This is an optimization exercise on Yosys and OpenROAD, whose aim is small area, not a production implementation. Only simulation tests tie the RTL to the original design; equivalence was not proved. Power figures rest on the tool's default switching activity, not on a simulated workload.

==> trial 60: inputs <==
Design projeto_vinho_top, start of the top module:
module projeto_vinho_top (
    input  wire       CLOCK_50,
    input  wire       KEY0,        
    input  wire       KEY1,        
    input  wire [7:0] SW,
    output wire [9:0] LEDR,
    output wire [6:0] HEX0,
    output wire [6:0] HEX1,
    output wire [6:0] HEX2,
    output wire [6:0] HEX3
);
==> module fsm_main, before the edit <==
module fsm_main (
    input  wire clk,
    input  wire reset,
    input  wire cmd_iniciar,
    input  wire sensor_nivel,
    input  wire alarme_rolha,
    input  wire aprovado,
    input  wire reprovado,
    output wire esteira,
    output wire valvula_ativa,
    output wire vedacao_ativa,
    output wire decrementar_rolha,      
    output wire descarte_ativo,
    output wire garrafa_aprovada,
    output wire posicao_cq
);
    localparam IDLE        = 3'd0;
    localparam ESTEIRA     = 3'd1;
    localparam ENCHENDO    = 3'd3;
    localparam VEDANDO     = 3'd2;
    localparam POSICAO_CQ  = 3'd7;
    localparam DESCARTANDO = 3'd4;
    localparam APROVADO    = 3'd5;
    reg [2:0] estado;
    reg [9:0] r;
    wire fim      = (r == 10'b1001000111);
    wire primeiro = (r == 10'd0);
    wire temporizado = (estado == ESTEIRA) | (estado == VEDANDO) |
                       (estado == DESCARTANDO) | (estado == APROVADO);
    always @(posedge clk or posedge reset) begin
        if (reset) begin
            estado <= IDLE;
            r      <= 10'd0;
        end else begin
            if (temporizado & ~fim)
                r <= {~r[8:0], r[9] ^ r[6]};
            else
                r <= 10'd0;
            case (estado)
                IDLE:        if (cmd_iniciar) estado <= ESTEIRA;
                ESTEIRA:     if (fim) estado <= ENCHENDO;
                ENCHENDO:    if (alarme_rolha) estado <= IDLE;
                             else if (sensor_nivel) estado <= VEDANDO;
                VEDANDO:     if (fim) estado <= POSICAO_CQ;
                POSICAO_CQ:  if (reprovado & ~aprovado) estado <= DESCARTANDO;
                             else if (aprovado & ~reprovado) estado <= APROVADO;
                DESCARTANDO: if (fim) estado <= ESTEIRA;
                APROVADO:    if (fim) estado <= ESTEIRA;
                default:     estado <= IDLE;
            endcase
        end
    end
    assign esteira           = (estado == ESTEIRA) & ~primeiro;
    assign valvula_ativa     = (estado == ENCHENDO);
    assign vedacao_ativa     = (estado == VEDANDO);
    assign decrementar_rolha = (estado == VEDANDO) & primeiro;
    assign posicao_cq        = (estado == POSICAO_CQ);
    assign descarte_ativo    = (estado == DESCARTANDO);
    assign garrafa_aprovada  = (estado == APROVADO);
endmodule
==> module debounce, before the edit <==
module debounce (
    input  wire clk,
    input  wire reset,
    input  wire button_in,
    output reg  pulse_out
);
    reg       button_sync_0;
    reg       button_sync_1;
    reg       button_stable_n;         
    reg       button_stable_prev_n;    
    reg [4:0] r;
    wire differ = ~(button_sync_1 ^ button_stable_n);
    wire fim    = r[2] & r[1] & r[0];
    always @(posedge clk or posedge reset) begin
        if (reset) begin
            button_sync_0      <= 1'b1;
            button_sync_1      <= 1'b1;
            button_stable_n      <= 1'b0;
            button_stable_prev_n <= 1'b0;
            r                  <= 5'b00000;
            pulse_out          <= 1'b0;
        end else begin
            button_sync_0      <= button_in;
            button_sync_1      <= button_sync_0;
            button_stable_prev_n <= button_stable_n;
            pulse_out            <= ~button_stable_prev_n & button_stable_n;
            if (differ & fim)
                button_stable_n <= ~button_sync_1;
            if (differ & ~fim)
                r <= {~r[3:0], r[4] ^ r[1]};
            else
                r <= 5'b00000;
        end
    end
endmodule
clock: 10.0 ns
lec_check: 0
cap_margin: 0
core_margin: 2
core_utilization: 40
cts_buf_list: sky130_fd_sc_hd__clkbuf_8
place_density: 0.6
slew_margin: 0
standard.sh (not shown) runs the stock make flow with config.mk's settings and CLKGATE_MAP_FILE= SYNTH_SCRIPT=/design/flow/synth_recipe.tcl, a recipe that flattens the netlist after the stock synthesis.
==> flow/flow/run.sh <==
#!/bin/bash
# The standard layout (standard.sh: ORFS from synthesis to the routed
# layout), with these changes:
#  - synthesis is synth_recipe.tcl unchanged except that ORFS's synth.tcl maps
#    the logic with flow/abc.script, an area-oriented ABC script, in place of
#    abc_speed.script; registers are mapped before ABC runs, so they are the
#    standard synthesis's, with the same names and cells;
#  - the port buffers that global placement inserts are sky130_fd_sc_hd__buf_1;
#  - right after global placement (flow/downsize.tcl) every logic cell starts
#    at the smallest drive strength of its function; the resizer's
#    repair_design and repair_timing later in the flow upsize whatever slew,
#    load or timing then calls for;
#  - clock tree synthesis uses clkbuf_8 buffers and inserts no dummy loads;
#  - the floorplan does not split the tie cells (SKIP_REPAIR_TIE_FANOUT).
# Each tool's full output goes to standard.log here.
set -euo pipefail
W=$PWD

sed 's|^source \$::env(SCRIPTS_DIR)/synth_preamble.tcl$|&\nset abc_args [lreplace $abc_args 1 1 '"$W"'/flow/abc.script]|' \
  "$FLOW_HOME/scripts/synth.tcl" > "$W/synth_abc.tcl"
grep -q "flow/abc.script" "$W/synth_abc.tcl"
sed 's|\$::env(SCRIPTS_DIR)/synth.tcl|'"$W"'/synth_abc.tcl|' synth_recipe.tcl > "$W/synth_recipe_abc.tcl"
grep -q "synth_abc.tcl" "$W/synth_recipe_abc.tcl"
sed 's|SYNTH_SCRIPT=[^ ]*synth_recipe.tcl|SYNTH_SCRIPT='"$W"'/synth_recipe_abc.tcl|' standard.sh > "$W/standard_abc.sh"
grep -q "synth_recipe_abc.tcl" "$W/standard_abc.sh"

export BUFFER_PORTS_ARGS="-buffer_cell sky130_fd_sc_hd__buf_1"
export POST_GLOBAL_PLACE_TCL="$W/flow/downsize.tcl"
export CTS_ARGS="-sink_clustering_enable -repair_clock_nets -buf_list sky130_fd_sc_hd__clkbuf_8 -dont_use_dummy_load"
export SKIP_REPAIR_TIE_FANOUT=1
bash "$W/standard_abc.sh" > standard.log 2>&1
==> flow/flow/abc.script <==
&get -n
&st
&syn3
&dch -f
&nf -R 1000
&put
Other scripts of this flow, unchanged in this note and not shown: flow/flow/downsize.tcl
==> trial 57 (differences from trial 60) <==
--- a/flow/design.v
+++ b/flow/design.v
@@ -14,13 +14,13 @@
     output wire garrafa_aprovada,
     output wire posicao_cq
 );
-    localparam IDLE        = 3'd0;
-    localparam ESTEIRA     = 3'd1;
-    localparam ENCHENDO    = 3'd3;
-    localparam VEDANDO     = 3'd2;
-    localparam POSICAO_CQ  = 3'd7;
+    localparam IDLE        = 3'd1;
+    localparam ESTEIRA     = 3'd3;
+    localparam ENCHENDO    = 3'd7;
+    localparam VEDANDO     = 3'd0;
+    localparam POSICAO_CQ  = 3'd2;
     localparam DESCARTANDO = 3'd4;
-    localparam APROVADO    = 3'd5;
+    localparam APROVADO    = 3'd6;
     reg [2:0] estado;
     reg [9:0] r;
     wire fim      = (r == 10'b1001000111);
@@ -160,29 +160,28 @@
     reg       button_sync_0;
     reg       button_sync_1;
     reg       button_stable_n;         
-    reg       button_stable_prev_n;    
     reg [4:0] r;
     wire differ = ~(button_sync_1 ^ button_stable_n);
     wire fim    = r[2] & r[1] & r[0];
-    always @(posedge clk or posedge reset) begin
-        if (reset) begin
-            button_sync_0      <= 1'b1;
-            button_sync_1      <= 1'b1;
-            button_stable_n      <= 1'b0;
-            button_stable_prev_n <= 1'b0;
-            r                  <= 5'b00000;
-            pulse_out          <= 1'b0;
-        end else begin
-            button_sync_0      <= button_in;
-            button_sync_1      <= button_sync_0;
-            button_stable_prev_n <= button_stable_n;
-            pulse_out            <= ~button_stable_prev_n & button_stable_n;
+    wire queda  = r[4] & ~r[3] & ~r[1];        
+    wire cai    = differ & fim & ~button_stable_n;
+    always @(posedge clk or posedge reset) begin
+        if (reset) begin
+            button_sync_0   <= 1'b1;
+            button_sync_1   <= 1'b1;
+            button_stable_n <= 1'b0;
+            r               <= 5'b00000;
+            pulse_out       <= 1'b0;
+        end else begin
+            button_sync_0 <= button_in;
+            button_sync_1 <= button_sync_0;
+            pulse_out     <= queda;
             if (differ & fim)
                 button_stable_n <= ~button_sync_1;
             if (differ & ~fim)
-                r <= {~r[3:0], r[4] ^ r[1]};
+                r <= {~r[3:0], (r[4] ^ r[1]) & ~queda};
             else
-                r <= 5'b00000;
+                r <= {cai, 4'b0000};
         end
     end
 endmodule
==> flow/flow/run.sh (replaced) <==
#!/bin/bash
# The standard layout (standard.sh: ORFS from synthesis to the routed
# layout), with these changes:
#  - synthesis is synth_recipe.tcl unchanged except that ORFS's synth.tcl maps
#    the logic with flow/abc.script, an area-oriented ABC script, in place of
#    abc_speed.script, and leaves adders to ABC (no extract_fa/ADDER_MAP_FILE
#    step); registers are mapped before ABC runs, so they are the standard
#    synthesis's, with the same names and cells;
#  - the port buffers that global placement inserts are sky130_fd_sc_hd__buf_1;
#  - right after global placement (flow/downsize.tcl) every logic cell starts
#    at the smallest drive strength of its function; the resizer's
#    repair_design and repair_timing later in the flow upsize whatever slew,
#    load or timing then calls for;
#  - clock tree synthesis uses buf_6 buffers and inserts no dummy loads;
#  - the floorplan does not split the tie cells (SKIP_REPAIR_TIE_FANOUT).
# Each tool's full output goes to standard.log here.
set -euo pipefail
W=$PWD

sed 's|^source \$::env(SCRIPTS_DIR)/synth_preamble.tcl$|&\nset abc_args [lreplace $abc_args 1 1 '"$W"'/flow/abc.script]\nunset -nocomplain ::env(ADDER_MAP_FILE)|' \
  "$FLOW_HOME/scripts/synth.tcl" > "$W/synth_abc.tcl"
grep -q "flow/abc.script" "$W/synth_abc.tcl"
grep -q "unset -nocomplain ::env(ADDER_MAP_FILE)" "$W/synth_abc.tcl"
sed 's|\$::env(SCRIPTS_DIR)/synth.tcl|'"$W"'/synth_abc.tcl|' synth_recipe.tcl > "$W/synth_recipe_abc.tcl"
grep -q "synth_abc.tcl" "$W/synth_recipe_abc.tcl"
sed 's|SYNTH_SCRIPT=[^ ]*synth_recipe.tcl|SYNTH_SCRIPT='"$W"'/synth_recipe_abc.tcl|' standard.sh > "$W/standard_abc.sh"
grep -q "synth_recipe_abc.tcl" "$W/standard_abc.sh"

export BUFFER_PORTS_ARGS="-buffer_cell sky130_fd_sc_hd__buf_1"
export POST_GLOBAL_PLACE_TCL="$W/flow/downsize.tcl"
export CTS_ARGS="-sink_clustering_enable -repair_clock_nets -buf_list sky130_fd_sc_hd__buf_4 -dont_use_dummy_load"
export SKIP_REPAIR_TIE_FANOUT=1
bash "$W/standard_abc.sh" > standard.log 2>&1
==> flow/flow/abc.script (replaced) <==
&get -n
&st
&put
strash
dch -f
amap
strash
dch -f
amap
strash
dch -f
amap
strash
dch -f
amap
- CORE_UTILIZATION: 40 -> 85
- PLACE_DENSITY: 0.6 -> 0.95
==> run notes <==
* no timing/DRC/antenna violations — outcome
* 0.0107 mm² — die footprint
* 0.00415 mm² — Placed Instance Area
* 0.00137 mm² — multi-input gate area in the final layout
* 2,583 — via count
* 365 — instance count of the mapped netlist
* 117 µV — Max rail drop VDD
* debounce_repro_cq.button_sync_1 — end of the worst hold path
* 246 mW/mm² — areal power density over the cells
* 0.0290 — clock network share of area
* 95 — clk sink count
* 0.175 — met1 Usage GRT
* 0.193 mW — Clock net power
* clkinv_1 -> ha_1 -> a21oi_1 -> o21ai_0 -> o21a_1 -> buf_1 — ordered cell list for the critical path
* 4400 µm — half-perimeter wire length after detailed placement
* 0.334 ns — hold slack
* 0.00395 mm² — cell area after synthesis
* 946 — # fillers
* 68 — DRT iter0 DRCs
* 6.34 ns — Final WS setup
[end of results for trial 60]
==> run notes <==
* 0.00487 mm² — die footprint
* 0.00227 mm² — area taken by flip-flops and latches
* 219 µV — Max rail drop VDD
* 0.147 mW — Clock net power
* 5.82 ns — Final WS setup
* 0.00368 mm² — cell area after synthesis
* 5440 µm — half-perimeter wire length after detailed placement
* 0.0175 — clock network share of area
* no timing/DRC/antenna violations — outcome
* 361 — instance count of the mapped netlist
* debounce_start.button_sync_1 — end of the worst hold path
* or4_1 -> nor4bb_1 -> nor3_1 -> buf_1 — ordered cell list for the critical path
* sky130_fd_sc_hd__dfrtp_1 — leading register cell type out of synthesis
* 0.469 — met1 Usage GRT
* 2,912 — via count
* 0.00110 mm² — multi-input gate area in the final layout
* 9 — number of clock buffer instances in the layout
* 0.363 ns — hold slack
* 120 — # fillers
* 0.00380 mm² — Placed Instance Area
* 90 — clk sink count
* 391 — DRT iter0 DRCs
[end of results for trial 57]

static timing again, ports no longer ideal:
The results above use ideal ports. As a check the final layouts listed here were re-extracted and re-timed, cells and wires unchanged.
Step 1 assumes that a clkbuf_16 drives the clock port and a buf_2 every other input.
Step 2 moves the port delays by t, midway between the first and last clock arrival at a register: inputs arrive t later, outputs are due t later. That takes back most of the time a late clock gives input paths.
a / b / c = ideal ports / drivers / drivers and shift; a / b = the first two.
run | shift t [ns] | slack for setup (ns) | worst setup path after step 2 | worst data-port slew with drivers (ns) | cell pins on the clock port's net
trial 60 | 0.364 | 6.342 / 6.314 / 6.678 | register to output | 0.03 | 1
trial 57 | 0.386 | 5.815 / 5.787 / 6.173 | register to output | 0.05 | 1
After both steps every run listed still meets setup and hold.
